Context: an optimization exercise on an open-source flow, tuned for a short achievable clock period and few clock cycles. The choices shown serve that exercise and are no tape-out recipe.
Function was checked by simulation only, so behaviour that the tests miss may differ from the original.
Power and IR drop assume default switching activity.

==> design.v <==
module divider (
  input             clk,
  input             rstn,
  input             take,       
  input      [15:0] a,
  input      [15:0] b,
  input       [3:0] rd,
  input             wen,
  input             kill,       
  output            busy,
  output            done,
  output            idle,
  output reg  [3:0] q_rd,
  output reg        q_wen,
  output reg [15:0] q
);
localparam [1:0] DV_IDLE = 2'd0, DV_CHK = 2'd1, DV_ITER = 2'd2, DV_DONE = 2'd3;
reg  [1:0] st;
reg [15:0] dA;
reg [15:0] dB;
reg [17:0] dB3;
reg  [3:0] np;          
reg [15:0] R;
reg [16:0] X;           
reg [17:0] X3;          
reg  [3:0] cnt;
function [4:0] bitlen(input [15:0] v);
  integer i;
  begin
    bitlen = 5'd0;
    for (i = 0; i < 16; i = i + 1)
      if (v[i]) bitlen = i + 1;
  end
endfunction
wire  [4:0] a_len = bitlen(a);
wire  [4:0] b_len = bitlen(b);
wire  [4:0] a_s   = a_len - b_len;              
wire        bz    = (b == 16'd0);
wire        triv  = bz | (a < b);
wire  [4:0] sh    = {np, 1'b0} - 5'd2;          
wire [18:0] r1 = {3'b000, R} - {2'b00, X};
wire [18:0] r2 = {3'b000, R} - {1'b0, X, 1'b0};
wire [18:0] r3 = {3'b000, R} - {1'b0, X3};
wire  [1:0] qd = ~r3[18] ? 2'd3 : ~r2[18] ? 2'd2 : ~r1[18] ? 2'd1 : 2'd0;
wire [15:0] Rn = ~r3[18] ? r3[15:0] : ~r2[18] ? r2[15:0] : ~r1[18] ? r1[15:0] : R;
assign done = (st == DV_DONE);
assign idle = (st == DV_IDLE);
assign busy = ~idle;
always @(posedge clk or negedge rstn) begin
  if (!rstn) begin
    st    <= DV_IDLE;
    q_wen <= 1'b0;
  end else begin
    case (st)
      DV_CHK:  st <= DV_ITER;
      DV_ITER: if (cnt == 4'd1) st <= DV_DONE;
      DV_DONE: st <= DV_IDLE;
      default: ;
    endcase
    if (take) begin
      st    <= triv ? DV_DONE : DV_CHK;
      q_wen <= wen;
    end else if (kill) begin
      q_wen <= 1'b0;
    end
  end
end
always @(posedge clk) begin
  if (take) begin
    q_rd <= rd;
    dA   <= a;
    dB   <= b;
    dB3  <= {2'b00, b} + {1'b0, b, 1'b0};
    np   <= (a_s + 5'd2) >> 1;
    q    <= {16{bz}};
  end
  case (st)
    DV_CHK: begin
      R   <= dA;
      X   <= {1'b0, dB} << sh;
      X3  <= dB3 << sh;
      cnt <= np;
    end
    DV_ITER: begin
      R   <= Rn;
      X   <= X >> 2;
      X3  <= X3 >> 2;
      q   <= {q[13:0], qd};
      cnt <= cnt - 4'd1;
    end
    default: ;
  endcase
end
endmodule
module byte_unit_top (
  input clk,
  input rstn,
  output  [7:0] imem_addr,
  input  [20:0] imem_data,
  output  [7:0] dmem_addr,
  output        dmem_we,
  output [15:0] dmem_wdata,
  input  [15:0] dmem_rdata,
  input  sema_valid_i,
  input  sema_data_i,
  output sema_ready_o,
  input  sema_is_empty_i,
  output sema_write_o,
  output sema_data_o,
  output halted
);
localparam [4:0] ADD = 5'd0, SUB = 5'd1, MUL = 5'd2, DIV = 5'd3, AND = 5'd4, OR = 5'd5,
  XOR = 5'd6, NOT = 5'd7, ADDI = 5'd8, SUBI = 5'd9, MULI = 5'd10, DIVI = 5'd11, ANDI = 5'd12,
  ORI = 5'd13, XORI = 5'd14, SHL = 5'd15, SHR = 5'd16, SHLI = 5'd17, SHRI = 5'd18, BEQ = 5'd19,
  BNE = 5'd20, BGT = 5'd21, BLT = 5'd22, CEQ = 5'd23, CNE = 5'd24, CGT = 5'd25, CLT = 5'd26,
  LD = 5'd27, ST = 5'd28, SEMA_RD = 5'd29, SEMA_WR = 5'd30, JALR = 5'd31;
reg  [7:0] pc;
reg [20:0] ir;
reg        ir_v;
reg  [7:0] ir_pcn;      
reg        ir_pt;       
reg  [7:0] ir_ptgt;     
reg        e_v;
reg  [3:0] e_rd;
reg        e_wen;       
reg        e_mres;      
reg        e_ismul;
reg        e_isdiv;
reg  [7:0] e_imm8;
reg  [7:0] e_bt;
reg  [7:0] e_pcn;
reg        e_pt;
reg  [7:0] e_ptgt;
reg        e_halt;
reg        e_isbr, e_isjalr, e_iscmp, e_isld, e_isst, e_issr, e_issw;
reg  [1:0] e_cc;        
reg        e_sadd, e_ssub, e_sand, e_sor, e_sxor, e_snot, e_sshl, e_sshr, e_slink;
reg [15:0] ea_a, ea_b, el_a, el_b, ex_a, ex_b, ev_a, ev_b;
reg        ea_fa, ea_fb, el_fa, el_fb, ev_fa, ev_fb;
reg        m_wen;
reg  [3:0] m_rd;
reg [15:0] m_res;       
reg        m_isld, m_issr;
reg        m_we;
reg  [7:0] m_addr;
reg [15:0] m_sdata;
reg        m_sw, m_sr, m_sbit;
reg        m_halt;
reg        m_mul;       
reg [15:0] m_mr0, m_mr1, m_mr2, m_mr3, m_mr4, m_mr5;
reg        w_mul;
reg  [3:0] w_rd;
reg [15:0] w_s, w_c;
reg [15:0] rf [1:15];
wire sstall = (m_sw & ~sema_is_empty_i) | (m_sr & ~sema_valid_i);
wire gstall = m_halt | sstall;
wire d_haz;             
wire e_mispred;
wire [7:0] e_redir_pc;
wire e_adv    = ~gstall;                              
wire d_go     = e_adv & ir_v & ~d_haz;                
wire redirect = ~gstall & e_v & e_mispred;            
wire f_take   = ~gstall & (~ir_v | d_go);             
wire [4:0] f_op   = imem_data[4:0];
wire       f_halt = &imem_data;
wire [7:0] f_bt   = {imem_data[20:17], imem_data[8:5]};
wire       f_li   = ir_v & (ir[4:0] == ADDI) & (ir[12:9] == 4'd0) & (ir[8:5] == imem_data[12:9]) &
                    (ir[8:5] != 4'd0);
wire [3:0] f_rd   = imem_data[8:5];
wire [3:0] f_rs1  = imem_data[12:9];
wire [3:0] f_rs2  = imem_data[16:13];
wire [7:0] f_imm  = imem_data[20:13];
wire       f_same = (f_rs1 == f_rs2);
reg        tk_v   [0:2];
reg  [3:0] tk_r   [0:2];
reg  [7:0] tk_val [0:2];
wire [4:0] i_op   = ir[4:0];
wire [3:0] i_rd   = ir[8:5];
wire [3:0] i_rs1  = ir[12:9];
wire [7:0] i_imm  = ir[20:13];
wire       i_wrd  = ir_v & ((i_op <= SHRI) || i_op == LD || i_op == SEMA_RD || i_op == JALR) & ~(&ir);
wire       i_li0  = ir_v & (i_op == ADDI) & (i_rs1 == 4'd0) & (i_rd != 4'd0);
wire       i_dec1 = (i_op == SUBI) & (i_rd == i_rs1) & (i_imm == 8'd1);
wire       f_bz   = (f_op == BEQ || f_op == BNE) & ((f_rs2 == 4'd0) | (f_rs1 == 4'd0));
wire [3:0] f_bzr  = (f_rs2 == 4'd0) ? f_rs1 : f_rs2;
reg        f_tkz, f_zero;
reg        tkn_v   [0:2];
reg  [7:0] tkn_val [0:2];
reg        t_wr, t_step;
integer t;
always @(*) begin
  f_tkz = 1'b0;
  f_zero = 1'b0;
  for (t = 2; t >= 0; t = t - 1) begin
    t_wr       = i_wrd & (i_rd == tk_r[t]);
    t_step     = t_wr & i_dec1;
    tkn_v[t]   = tk_v[t] & ~(t_wr & ~t_step);
    tkn_val[t] = t_step ? tk_val[t] - 8'd1 : tk_val[t];
    if (tkn_v[t] & f_bz & (tk_r[t] == f_bzr) & (f_bzr != 4'd0)) begin
      f_tkz = 1'b1;
      f_zero = t_step ? (tk_val[t] == 8'd1) : (tk_val[t] == 8'd0);
    end
  end
end
always @(posedge clk or negedge rstn) begin
  if (!rstn) begin
    tk_v[0] <= 1'b0;
    tk_v[1] <= 1'b0;
    tk_v[2] <= 1'b0;
  end else if (d_go) begin
    if (i_li0) begin
      tk_v[0] <= 1'b1;
      tk_v[1] <= tkn_v[0];
      tk_v[2] <= tkn_v[1];
    end else begin
      tk_v[0] <= tkn_v[0];
      tk_v[1] <= tkn_v[1];
      tk_v[2] <= tkn_v[2];
    end
  end
end
always @(posedge clk) begin
  if (d_go) begin
    if (i_li0) begin
      tk_r[0]   <= i_rd;
      tk_val[0] <= i_imm;
      tk_r[1]   <= tk_r[0];
      tk_val[1] <= tkn_val[0];
      tk_r[2]   <= tk_r[1];
      tk_val[2] <= tkn_val[1];
    end else begin
      tk_val[0] <= tkn_val[0];
      tk_val[1] <= tkn_val[1];
      tk_val[2] <= tkn_val[2];
    end
  end
end
wire       f_pbne = f_tkz ? ((f_op == BNE) ^ f_zero) :
                    ((f_op == BNE) & ~f_same) | ((f_op == BEQ) & f_same);
wire       f_pj   = (f_op == JALR) & ~f_halt & f_li;
wire [7:0] f_pcn  = pc + 8'd1;
wire [7:0] f_next = f_halt ? pc : f_pbne ? f_bt : f_pj ? ir[20:13] : f_pcn;
always @(posedge clk or negedge rstn) begin
  if (!rstn) begin
    pc <= 8'd0;
  end else if (redirect) begin
    pc <= e_redir_pc;
  end else if (f_take) begin
    pc <= f_next;
  end
end
always @(posedge clk or negedge rstn) begin
  if (!rstn) begin
    ir_v <= 1'b0;
  end else if (~gstall) begin
    ir_v <= ~redirect & (f_take | ~d_go & ir_v);
  end
end
always @(posedge clk) begin
  if (f_take) begin
    ir      <= imem_data;
    ir_pcn  <= f_pcn;
    ir_pt   <= f_pbne | f_pj;
    ir_ptgt <= ir[20:13];
  end
end
assign imem_addr = pc;
wire [4:0] d_op   = ir[4:0];
wire [3:0] d_rd   = ir[8:5];
wire [3:0] d_rs1  = ir[12:9];
wire [3:0] d_rs2  = ir[16:13];
wire [7:0] d_imm8 = ir[20:13];
wire       d_halt = &ir;
wire d_immop  = (d_op >= ADDI && d_op <= XORI) || d_op == SHLI || d_op == SHRI;
wire d_use1   = ~(d_op == LD || d_op == SEMA_RD) & ~d_halt;
wire d_use2   = ((d_op <= XOR) || d_op == SHL || d_op == SHR || (d_op >= BEQ && d_op <= CLT));
wire d_wr     = ((d_op <= SHRI) || d_op == LD || d_op == SEMA_RD || d_op == JALR) & ~d_halt &
                (d_rd != 4'd0);
wire d_mres   = d_op == LD || d_op == SEMA_RD;
wire d_ismul  = d_op == MUL || d_op == MULI;
wire d_isdiv  = d_op == DIV || d_op == DIVI;
wire d_isadd  = d_op == ADD || d_op == ADDI || d_op == SUB || d_op == SUBI ||
                (d_op >= BEQ && d_op <= CLT) || (d_op == JALR && ~d_halt);
wire d_islog  = d_op == AND || d_op == ANDI || d_op == OR || d_op == ORI || d_op == XOR ||
                d_op == XORI || d_op == NOT || d_op == SHL || d_op == SHLI || d_op == SHR ||
                d_op == SHRI;
wire d_isvop  = d_isdiv || d_op == ST || d_op == SEMA_WR;
wire [15:0] wb_data;
wire [15:0] rf1 = (d_rs1 == 4'd0) ? 16'd0 : rf[d_rs1];
wire [15:0] rf2 = (d_rs2 == 4'd0) ? 16'd0 : rf[d_rs2];
wire        byp1 = m_wen & (m_rd == d_rs1);
wire        byp2 = m_wen & (m_rd == d_rs2);
wire [15:0] d_v1 = byp1 ? wb_data : rf1;
wire [15:0] d_v2 = byp2 ? wb_data : rf2;
wire [15:0] d_b  = d_immop ? {8'd0, d_imm8} : d_v2;
wire hit1 = e_v & e_wen & (e_rd == d_rs1) & d_use1;
wire hit2 = e_v & e_wen & (e_rd == d_rs2) & d_use2;
wire mhit1 = d_use1 & ((m_mul & (m_rd == d_rs1)) | (w_mul & (w_rd == d_rs1)));
wire mhit2 = d_use2 & ((m_mul & (m_rd == d_rs2)) | (w_mul & (w_rd == d_rs2)));
wire       dv0_busy, dv0_done, dv0_idle, dv0_wen;
wire       dv1_busy, dv1_done, dv1_idle, dv1_wen;
wire [3:0] dv0_rd, dv1_rd;
wire [15:0] dv0_q, dv1_q;
wire vhit1 = d_use1 & ((dv0_busy & dv0_wen & (dv0_rd == d_rs1)) |
                       (dv1_busy & dv1_wen & (dv1_rd == d_rs1)));
wire vhit2 = d_use2 & ((dv0_busy & dv0_wen & (dv0_rd == d_rs2)) |
                       (dv1_busy & dv1_wen & (dv1_rd == d_rs2)));
wire e_div = e_v & e_isdiv;
wire dv0_free = dv0_idle | dv0_done;
wire dv1_free = dv1_idle | dv1_done;
wire dv_room  = e_div ? (dv0_free & dv1_free) : (dv0_free | dv1_free);
wire dv_quiet = ~e_div & dv0_free & dv1_free;
assign d_haz = ((hit1 | hit2) & (e_mres | e_ismul | e_isdiv | d_isdiv | d_ismul)) | mhit1 | mhit2 |
               vhit1 | vhit2 | (d_isdiv & ~dv_room) | (d_halt & ~dv_quiet);
wire f1 = hit1 & ~e_mres & ~e_ismul & ~e_isdiv;
wire f2 = hit2 & ~e_mres & ~e_ismul & ~e_isdiv & ~d_immop;
always @(posedge clk or negedge rstn) begin
  if (!rstn) begin
    e_v <= 1'b0;
  end else if (e_adv) begin
    e_v <= d_go & ~redirect;
  end
end
always @(posedge clk) begin
  if (e_adv) begin
    e_rd    <= d_rd;
    e_wen   <= d_wr;
    e_mres  <= d_mres;
    e_ismul <= d_ismul;
    e_isdiv <= d_isdiv;
    e_imm8  <= d_imm8;
    e_bt    <= {ir[20:17], ir[8:5]};
    e_pcn   <= ir_pcn;
    e_pt    <= ir_pt;
    e_ptgt  <= ir_ptgt;
    e_halt  <= d_halt;
    e_isbr  <= d_op >= BEQ && d_op <= BLT;
    e_isjalr <= d_op == JALR && ~d_halt;
    e_iscmp <= d_op >= CEQ && d_op <= CLT;
    e_isld  <= d_op == LD;
    e_isst  <= d_op == ST;
    e_issr  <= d_op == SEMA_RD;
    e_issw  <= d_op == SEMA_WR;
    e_cc    <= (d_op >= CEQ) ? (d_op - CEQ) : (d_op - BEQ);
    e_sadd  <= d_op == ADD || d_op == ADDI;
    e_ssub  <= d_op == SUB || d_op == SUBI;
    e_sand  <= d_op == AND || d_op == ANDI;
    e_sor   <= d_op == OR || d_op == ORI;
    e_sxor  <= d_op == XOR || d_op == XORI;
    e_snot  <= d_op == NOT;
    e_sshl  <= d_op == SHL || d_op == SHLI;
    e_sshr  <= d_op == SHR || d_op == SHRI;
    e_slink <= d_op == JALR;
  end
  if (e_adv & d_isadd) begin
    ea_a <= d_v1; ea_b <= d_b; ea_fa <= f1; ea_fb <= f2;
  end
  if (e_adv & d_islog) begin
    el_a <= d_v1; el_b <= d_b; el_fa <= f1; el_fb <= f2;
  end
  if (e_adv & d_ismul) begin
    ex_a <= d_v1; ex_b <= d_b;
  end
  if (e_adv & d_isvop) begin
    ev_a <= d_v1; ev_b <= d_b; ev_fa <= f1; ev_fb <= f2;
  end
end
wire [15:0] aa = ea_fa ? m_res : ea_a;
wire [15:0] ab = ea_fb ? m_res : ea_b;
wire [15:0] la = el_fa ? m_res : el_a;
wire [15:0] lb = el_fb ? m_res : el_b;
wire [15:0] xa = ex_a;                  
wire [15:0] xb = ex_b;
wire [15:0] va = ev_fa ? m_res : ev_a;
wire [15:0] vb = ev_fb ? m_res : ev_b;
wire [16:0] diff = {1'b0, aa} - {1'b0, ab};
wire        lt   = diff[16];
wire        eq   = (aa == ab);
wire        gt   = ~lt & ~eq;
reg         cond;
always @(*) begin
  case (e_cc)
    2'd0: cond = eq;
    2'd1: cond = ~eq;
    2'd2: cond = gt;
    default: cond = lt;
  endcase
end
assign e_mispred = (e_isbr & (cond != e_pt)) | (e_isjalr & (~e_pt | (e_ptgt != aa[7:0])));
assign e_redir_pc = e_isjalr ? aa[7:0] : (e_pt ? e_pcn : e_bt);
wire [15:0] da = ev_a;                           
wire [15:0] db = ev_b;
wire dv0_take = ~gstall & e_div & dv0_idle;
wire dv1_take = ~gstall & e_div & ~dv0_idle;
wire dv0_kill = ~gstall & e_v & e_wen & (e_rd == dv0_rd);
wire dv1_kill = ~gstall & e_v & e_wen & (e_rd == dv1_rd);
divider dv0 (
  .clk(clk), .rstn(rstn), .take(dv0_take), .a(da), .b(db), .rd(e_rd), .wen(e_wen),
  .kill(dv0_kill), .busy(dv0_busy), .done(dv0_done), .idle(dv0_idle),
  .q_rd(dv0_rd), .q_wen(dv0_wen), .q(dv0_q)
);
divider dv1 (
  .clk(clk), .rstn(rstn), .take(dv1_take), .a(da), .b(db), .rd(e_rd), .wen(e_wen),
  .kill(dv1_kill), .busy(dv1_busy), .done(dv1_done), .idle(dv1_idle),
  .q_rd(dv1_rd), .q_wen(dv1_wen), .q(dv1_q)
);
function [31:0] csa(input [15:0] x, input [15:0] y, input [15:0] z);
  reg [15:0] s, c;
  begin
    s = x ^ y ^ z;
    c = (x & y) | (x & z) | (y & z);
    csa = {c[14:0], 1'b0, s};
  end
endfunction
wire [15:0] pp [0:15];
genvar gi;
generate
  for (gi = 0; gi < 16; gi = gi + 1) begin : g_pp
    assign pp[gi] = xb[gi] ? (xa << gi) : 16'd0;
  end
endgenerate
wire [31:0] l1_0 = csa(pp[0], pp[1], pp[2]);
wire [31:0] l1_1 = csa(pp[3], pp[4], pp[5]);
wire [31:0] l1_2 = csa(pp[6], pp[7], pp[8]);
wire [31:0] l1_3 = csa(pp[9], pp[10], pp[11]);
wire [31:0] l1_4 = csa(pp[12], pp[13], pp[14]);
wire [31:0] l2_0 = csa(l1_0[15:0], l1_0[31:16], l1_1[15:0]);
wire [31:0] l2_1 = csa(l1_1[31:16], l1_2[15:0], l1_2[31:16]);
wire [31:0] l2_2 = csa(l1_3[15:0], l1_3[31:16], l1_4[15:0]);
wire [31:0] l3_0 = csa(l2_0[15:0], l2_0[31:16], l2_1[15:0]);
wire [31:0] l3_1 = csa(l2_1[31:16], l2_2[15:0], l2_2[31:16]);
wire [15:0] alu_res =
    ({16{e_sadd}} & (aa + ab)) |
    ({16{e_ssub}} & diff[15:0]) |
    ({16{e_slink}} & {8'd0, e_pcn}) |
    ({16{e_sand}} & (la & lb)) |
    ({16{e_sor}}  & (la | lb)) |
    ({16{e_sxor}} & (la ^ lb)) |
    ({16{e_snot}} & ~la) |
    ({16{e_sshl}} & (la << lb[3:0])) |
    ({16{e_sshr}} & (la >> lb[3:0]));
wire e_go = e_v;
always @(posedge clk or negedge rstn) begin
  if (!rstn) begin
    m_wen  <= 1'b0;
    m_we   <= 1'b0;
    m_sw   <= 1'b0;
    m_sr   <= 1'b0;
    m_halt <= 1'b0;
    m_mul  <= 1'b0;
  end else if (~gstall) begin
    m_wen  <= e_go & e_wen & ~e_ismul & ~e_isdiv;
    m_we   <= e_go & e_isst;
    m_sw   <= e_go & (e_issw | e_iscmp);
    m_sr   <= e_go & e_issr;
    m_halt <= e_go & e_halt;
    m_mul  <= e_go & e_wen & e_ismul;
  end
end
always @(posedge clk) begin
  if (~gstall & e_go) begin
    m_rd    <= e_rd;
    m_isld  <= e_isld;
    m_issr  <= e_issr;
    m_addr  <= e_imm8;
    m_sdata <= va;
    m_sbit  <= e_iscmp ? cond : va[0];
  end
end
always @(posedge clk) begin
  m_res <= alu_res;
  begin
    m_mr0   <= l3_0[15:0];
    m_mr1   <= l3_0[31:16];
    m_mr2   <= l3_1[15:0];
    m_mr3   <= l3_1[31:16];
    m_mr4   <= l1_4[31:16];
    m_mr5   <= pp[15];
  end
end
wire [31:0] l4_0 = csa(m_mr0, m_mr1, m_mr2);
wire [31:0] l4_1 = csa(m_mr3, m_mr4, m_mr5);
wire [31:0] l5_0 = csa(l4_0[15:0], l4_0[31:16], l4_1[15:0]);
wire [31:0] l6_0 = csa(l5_0[15:0], l5_0[31:16], l4_1[31:16]);
assign wb_data = m_isld ? dmem_rdata :
                 m_issr ? {15'd0, sema_data_i} : m_res;
always @(posedge clk or negedge rstn) begin
  if (!rstn) begin
    w_mul <= 1'b0;
  end else begin
    w_mul <= ~gstall & m_mul;
  end
end
always @(posedge clk) begin
  begin
    w_rd <= m_rd;
    w_s  <= l6_0[15:0];
    w_c  <= l6_0[31:16];
  end
end
wire [15:0] mul_res = w_s + w_c;
integer k;
always @(posedge clk or negedge rstn) begin
  if (!rstn) begin
    for (k = 1; k < 16; k = k + 1) rf[k] <= 16'd0;
  end else begin
    for (k = 1; k < 16; k = k + 1) begin
      if (~gstall & m_wen & (m_rd == k))
        rf[k] <= wb_data;
      else if (dv0_done & dv0_wen & (dv0_rd == k))
        rf[k] <= dv0_q;
      else if (dv1_done & dv1_wen & (dv1_rd == k))
        rf[k] <= dv1_q;
      else if (w_mul & (w_rd == k))
        rf[k] <= mul_res;
    end
  end
end
assign dmem_addr    = m_addr;
assign dmem_we      = m_we;
assign dmem_wdata   = m_sdata;
assign sema_write_o = m_sw;
assign sema_data_o  = m_sbit;
assign sema_ready_o = m_sr;
assign halted       = m_halt;
endmodule
==> run.sh <==
#!/bin/bash
# synth_recipe.tcl (not shown) runs the flow's synth.tcl, then flattens the netlist and writes it again
# the make line also repeats each setting of config.mk as NAME=value (left out here)
make -C /OpenROAD-flow-scripts/flow DESIGN_CONFIG=/design/flow/config.mk WORK_HOME=/design/flow/orfs CLKGATE_MAP_FILE= SYNTH_SCRIPT=/design/flow/synth_recipe.tcl finish
==> config.mk <==
export PLATFORM = sky130hd
export DESIGN_NAME = byte_unit_top
export DESIGN_NICKNAME = byte_unit_top
export VERILOG_FILES = /design/flow/design.v
export SDC_FILE = /design/flow/constraint.sdc
export NUM_CORES = 4
export LEC_CHECK = 0
export ABC_CLOCK_PERIOD_IN_PS = 2400
export CAP_MARGIN = 40
export CORE_MARGIN = 2
export CORE_UTILIZATION = 40
export SETUP_SLACK_MARGIN = 2.6
export SLEW_MARGIN = 40
==> constraint.sdc <==
create_clock -name core_clock -period 5.0 [get_ports {clk}]
set_input_delay 1.0000 -clock core_clock [delete_from_list [all_inputs] [get_ports {clk}]]
set_output_delay 1.0000 -clock core_clock [all_outputs]
set_load 0.01 [all_outputs]
==> results of run 1 <==
[final cells by class]
| class | instances | area share |
|---|---|---|
| clock inverter | 61 | 0.00950 |
| clock buffer | 137 | 0.0342 |
| timing repair inverter | 3 | 0.000270 |
| tap | 2016 | 0.0303 |
| sequential | 903 | 0.299 |
| multi-input combinational | 4945 | 0.465 |
| timing repair buffer | 1085 | 0.147 |
| inverter | 318 | 0.0149 |
| antenna | 22 | 0.000661 |
[cells by family (layout without fill, tap and decap cells)]
logic type	count (synthesis)	in the layout	synth area share
AO/OA/AOI/OAI	1981	1987	0.205
XOR/XNOR	247	247	0.0358
adder cells (fa/ha/maj)	369	369	0.0882
buffers and inverters	785	1604	0.0494
flip-flops	903	903	0.412
multiplexers	329	329	0.0604
other	0	22	0
AND/OR/NAND/NOR	2007	2013	0.149
[critical path, delay by kind of cell (launching register included)]
kind,cells,cell delay (ps)
AO/OA/AOI/OAI,3,260
buffers and inverters,18,2220
flip-flops,1,380
multiplexers,1,320
AND/OR/NAND/NOR,1,70
[registers in the layout, indices dropped and copies added, names as in the netlist, 17 cells and up]
signal,count
dv1.dB3,18
tk_val,24
rf,240
dv1.X3,18
dv0.X,17
dv1.X,17
dv0.X3,18
dv0.dB3,18
ir,21
[repair_timing]
item | in CTS | in global routing
hold buffers | 0 | 0
pin swaps | 371 | 479
cloned | 44 | 38
resized for setup | 1136 | 984
setup endpoints to repair | 964 | 707
setup buffers | 453 | 266
[per-layer routing]
| metal | global-route usage | vias up | wire length (um) |
|---|---|---|---|
| met3 | 0.122 | 1844 | 45100 |
| met2 | 0.494 | 5200 | 119000 |
| met5 | 0.0185 | - | 1490 |
| met1 | 0.434 | 30400 | 105000 |
| li1 | - | 25500 | - |
| met4 | 0.206 | 45 | 26800 |
[cells in the final DEF (no fill, tap or decap), types with 101 or more instances in the layout]
master / count
a211oi_1: 105
nand2_1: 571
a22oi_1: 139
dfrtp_1: 257
xnor2_1: 118
o21ai_1: 140
ha_1: 225
buf_6: 226
clkbuf_16: 135
edfxtp_1: 546
inv_1: 270
buf_4: 533
mux2i_1: 219
nor2_1: 616
o21ai_0: 195
a21oi_1: 557
buf_12: 137
a21oi_2: 101
[power groups by stage]
stage	sequential (mW)	clock (mW)	combinational (mW)
finish	13.6	8.30	23.1
global route	13.7	8.60	24.6
CTS	13.4	8.25	19.8
detailed placement	13.5	0	15.8
global placement	13.5	0	15.4
floorplan	11.8	0	11.7
[path summary, 6_finish.rpt]
| kind | from | endpoint |
|---|---|---|
| max in group asynchronous | rstn | dv0.st[0] |
| max | ea_fa | pc[0] |
| max reg2reg | ea_fa | pc[0] |
| min in group core_clock | m_mr0[2] | w_s[2] |
| min reg2reg | m_mr0[2] | w_s[2] |
| min | rstn | rf[11][6] |
==> metrics.yaml, run 1 <==
run_status: "complete, no violations"
grt_max_degree: 124
synth_cell_types: 95
syn_nets: 7032
ant_nets: 0
cts_tree: "yes"
p_leak_nw: 33.1
postSynthCellCount: 6621
grt_pass1_wl_um: 385000
setup_viol: 0
hpwl_um: 165000
gr-usage-all-layers: 0.342
cts_root_buf: "clkbuf_16"
clkTransAtPathRegs_ps: 70
clock-sinks: 903
fmax_mhz: 296
critical_path_class: "reg -> reg"
drive_gt1_frac: 0.306
min_path_type: "in -> async"
nNetsFinal: 7771
clk-insertion-delay-late_ps: 810
port_buffers: 78
viasPerCell: 6.63
core_area_um2: 150000
synth_top_area_frac: 0.272
drc: 0
die-area_um2: 154000
synth_edf_count: 546
finalPower_mw: 45.0
maxCapViolCount: 0
vias: 63000
die_w_um: 393
swShare: 0.435
routedWlPerCell_um: 31.4
cts_buffer_depth: 3
yosysWarnings: 24
worst_pin_slew_ps: 1450
place_area_um2: 64200
syn_area_per_cell_um2: 9.12
area_growth_syn_to_layout_pct: 38.0
chipHeight_um: 393
fin_skew_ps: 124
place_inst: 8462
worstPathCellList: "buf_6 > buf_12 > mux2i_4 > inv_2 > buf_4 > buf_4 > buf_4 > buf_4 > buf_4 > buf_4 > buf_4 > buf_4 > buf_4 > buf_4 > buf_4 > buf_4 > buf_4 > buf_4 > buf_4 > o21ai_2 > nand2_1 > o21ai_0 > a31oi_1"
grt_overflow: 0
hold_viol_final: 0
relSlewSlack: 0.0315
synthArstFlopShare: 0.295
final_core_util: 0.556
cp.required_ps: 5620
io_pins: 79
clkPwrFrac: 0.184
critPathLaunchType: "flop"
cpMostUsedCell: "buf_4"
setup_tns_ps: 0
p_per_area_nw_per_um2: 540
max_stage_delay_ps: 380
htreeDepth: 3
p_seq_frac: 0.303
rsz0062_at_grt: "yes"
gp_congestion: 1.02
grt_pass1_vias: 56200
p_comb_frac: 0.513
place_ws_ps: 624
holdWs_ps: 92.9
rrSetupSlack_ps: 1620
syn_area_um2: 60400
regArea_um2: 24900
n_fill_cell: 12400
seq_area_frac_synth: 0.412
cts_buffers: 104
grt_antenna_before_repair: 21
finalWorstSetupSlack_ps: 1620
synth_most_common_cell: "nor2_1"
drt-pass1-iter-count: 22
num_rows: 142
instances_no_fill: 9490
ys_ff_latch: 903
fin_area_um2: 83300
start_util: 0.403
switchingPower_mw: 19.6
internal_power_mw: 25.4
drt-total-wl_um: 298000
cp_slowest_cell: "edfxtp_1"
arrival_ps: 4010
fin_crit_ps: 3380
synthTopCellsByArea: "edfxtp_1, dfrtp_1, ha_1"
synth_common_cells: "nor2_1, a21oi_1, nand2_1"
synthFlopType: "edfxtp_1"
synth_top_area_cell: "edfxtp_1"
rr_worst_depth: 23
cp_max_fo: 7
irDropWorstVdd_mv: 0.347
worst_setup_path_end_kind: "flop"
period_share: 0.676
drv_slew: 0
multi_input_area_um2: 38700
drt_iter0_drc: 11000
Testbench counts, summed over its fixed seeds: cycles 19,378.
==> run 2: changes to the inputs <==
--- a/config.mk
+++ b/config.mk
@@ -6,8 +6,8 @@
 export NUM_CORES = 4
 export LEC_CHECK = 0
-export ABC_CLOCK_PERIOD_IN_PS = 2400
+export ABC_CLOCK_PERIOD_IN_PS = 2000
 export CAP_MARGIN = 40
 export CORE_MARGIN = 2
-export CORE_UTILIZATION = 40
+export CORE_UTILIZATION = 45
 export SETUP_SLACK_MARGIN = 2.6
 export SLEW_MARGIN = 40
==> metrics.yaml, run 2 <==
clk-insertion-delay-late_ps: 850
holdWs_ps: 95.8
gr-usage-all-layers: 0.384
grt_antenna_before_repair: 18
fin_crit_ps: 3430
cp.required_ps: 5670
grt_pass1_wl_um: 385000
rrSetupSlack_ps: 1570
p_leak_nw: 32.9
finalWorstSetupSlack_ps: 1570
num_rows: 134
critPathLaunchType: "flop"
cts_tree: "yes"
hpwl_um: 163000
area_growth_syn_to_layout_pct: 36.5
place_ws_ps: 548
start_util: 0.453
setup_viol: 0
die-area_um2: 137000
synthArstFlopShare: 0.295
cts_buffer_depth: 3
yosysWarnings: 24
crit_buf_inv: 2
synthFlopType: "edfxtp_1"
fin_area_um2: 82400
ant_nets: 0
ys_ff_latch: 903
instances_no_fill: 9208
clock-sinks: 903
viasPerCell: 6.78
drt_iter0_drc: 10800
synth_top_area_frac: 0.272
final_common_cell: "nor2_1"
nNetsFinal: 7744
core_area_um2: 133000
max_stage_delay_ps: 520
postSynthCellCount: 6621
cts_buffers: 103
drive_gt1_frac: 0.301
clkTransAtPathRegs_ps: 70
drt-total-wl_um: 292000
critical_path_class: "reg -> reg"
regMostFlops: "rf"
synth_most_common_cell: "nor2_1"
place_inst: 8216
grt_overflow: 0
vias: 62500
grt_pass1_vias: 56300
synth_common_cells: "nor2_1, a21oi_1, nand2_1"
drc: 0
place_area_um2: 63900
synth_cell_types: 95
arrival_ps: 4100
cp_max_fo: 8
synthTopCellsByArea: "edfxtp_1, dfrtp_1, ha_1"
synth_edf_count: 546
syn_area_per_cell_um2: 9.12
p_per_area_nw_per_um2: 548
io_pins: 79
gp_congestion: 1.01
fmax_mhz: 291
drt-pass1-iter-count: 29
largestRegisters: "rf x240, tk_val x24, ir x21"
crit_family: "simple AND/OR/NAND/NOR gates"
relSlewSlack: 0.288
largest_register_ffs: 240
min_path_type: "in -> async"
routedWlPerCell_um: 31.7
worst_pin_slew_ps: 1070
rsz0062_at_grt: "yes"
worstPathCellList: "buf_8 > mux2i_4 > ha_4 > nand4_1 > nor4_4 > a211o_1 > nand3_2 > nor3_4 > xnor2_1 > o21ai_1 > buf_6 > nor2_2 > a311o_1"
worst_setup_path_end_kind: "flop"
chipHeight_um: 370
cts_root_buf: "clkbuf_16"
setup_tns_ps: 0
period_share: 0.687
irDropWorstVdd_mv: 0.362
die_w_um: 370
port_buffers: 78
htreeDepth: 3
hold_viol_final: 0
syn_nets: 7032
run_status: "complete, no violations"
syn_area_um2: 60400
synth_top_area_cell: "edfxtp_1"
drv_slew: 0
seq_area_frac_synth: 0.412
grt_max_degree: 74
maxCapViolCount: 0
layout_common_cells: "nor2_1, a21oi_1, nand2_1"
cp_slowest_cell: "edfxtp_1"
fin_skew_ps: 125
==> run 2: where the power goes <==
part	internal, mW	total (mW)	leakage, nW	switching, mW
Combinational	10.4	23.6	22.6	13.2
Sequential	10.6	13.6	8.70	2.92
Clock	4.53	7.98	1.69	3.45
Total	25.6	45.2	32.9	19.6
==> run 2: cell families after synthesis <==
kind of cell | after synthesis | synth area share
AO/OA/AOI/OAI | 1981 | 0.205
flip-flops | 903 | 0.412
buffers and inverters | 785 | 0.0494
AND/OR/NAND/NOR | 2007 | 0.149
multiplexers | 329 | 0.0604
adder cells (fa/ha/maj) | 369 | 0.0882
XOR/XNOR | 247 | 0.0358
==> run 2: final cells by class <==
type,count,area (um2)
Fill cell,10500,50900
Multi-Input combinational cell,4941,38600
Sequential cell,903,24900
Timing Repair Buffer,1064,11900
Clock buffer,138,2890
Tap cell,1768,2210
Inverter,318,1240
Clock inverter,51,547
Antenna cell,23,57.6
Timing Repair inverter,2,15.0
==> run 2: what timing repair did <==
| item | in CTS | in global routing |
|---|---|---|
| hold endpoints to repair | 0 | 0 |
| setup endpoints to repair | 924 | 763 |
| gates resized for setup | 1114 | 939 |
| pin swaps | 313 | 474 |
| hold buffers | 0 | 0 |
| setup buffers | 437 | 259 |
| cloned | 42 | 37 |
==> run 2: worst paths after layout <==
kind | depth (start not counted) | from | to
worst min register to register | 0 | m_mr0[1] | w_s[1]
worst min-delay path | 1 | rstn | rf[6][15]
worst max-delay path | 13 | ea_fb | pc[1]
max in group asynchronous | 3 | rstn | dv1.st[0]
min in group core_clock | 0 | m_mr0[1] | w_s[1]
worst max register to register | 13 | ea_fb | pc[1]
==> run 2: metal layers <==
| layer | global-route usage | share of wire |
|---|---|---|
| met1 | 0.478 | 0.35 |
| met2 | 0.554 | 0.40 |
| met3 | 0.165 | 0.15 |
| met4 | 0.218 | 0.092 |
| met5 | 0.0112 | 0.0047 |
==> run 2: per-stage QoR <==
stage / total power [mW] / utilization
finish: 45.2 / 0.618
global route: 46.9 / 0.618
CTS: 41.5 / 0.568
detailed placement: 29.2 / 0.480
global placement: 28.9 / 0.477
floorplan: 23.5 / -

==> afterwards: timing with drivers on the ports <==
The results above use ideal ports. As a check the final layouts listed here were re-extracted and re-timed, cells and wires unchanged.
Step 1: set_driving_cell puts a clkbuf_16 on clk and a buf_2 on each other input, an assumption about the parent block.
Step 2 adds t to the input delays and takes it off the output delays; t is the mean of the earliest and latest rising clock arrival at the registers after step 1. Input paths then give back, and output paths get back, about the clock's delay inside the block.
a / b / c = ideal ports / drivers / drivers and shift; a / b = the first two.
run	shift t [ns]	slack for setup (ns)	hold WS [ns]	worst data-port slew with drivers (ns)
run 1	0.831	1.618 / 1.618 / 0.979	0.093 / 0.072 / 0.330	0.06
run 2	0.867	1.566 / 1.566 / 0.850	0.096 / 0.061 / 0.329	0.05
After both steps every run listed still meets setup and hold. For run 2, which loses most, drivers alone change the setup slack by 0.000 ns; drivers and shift together by -0.716 ns.
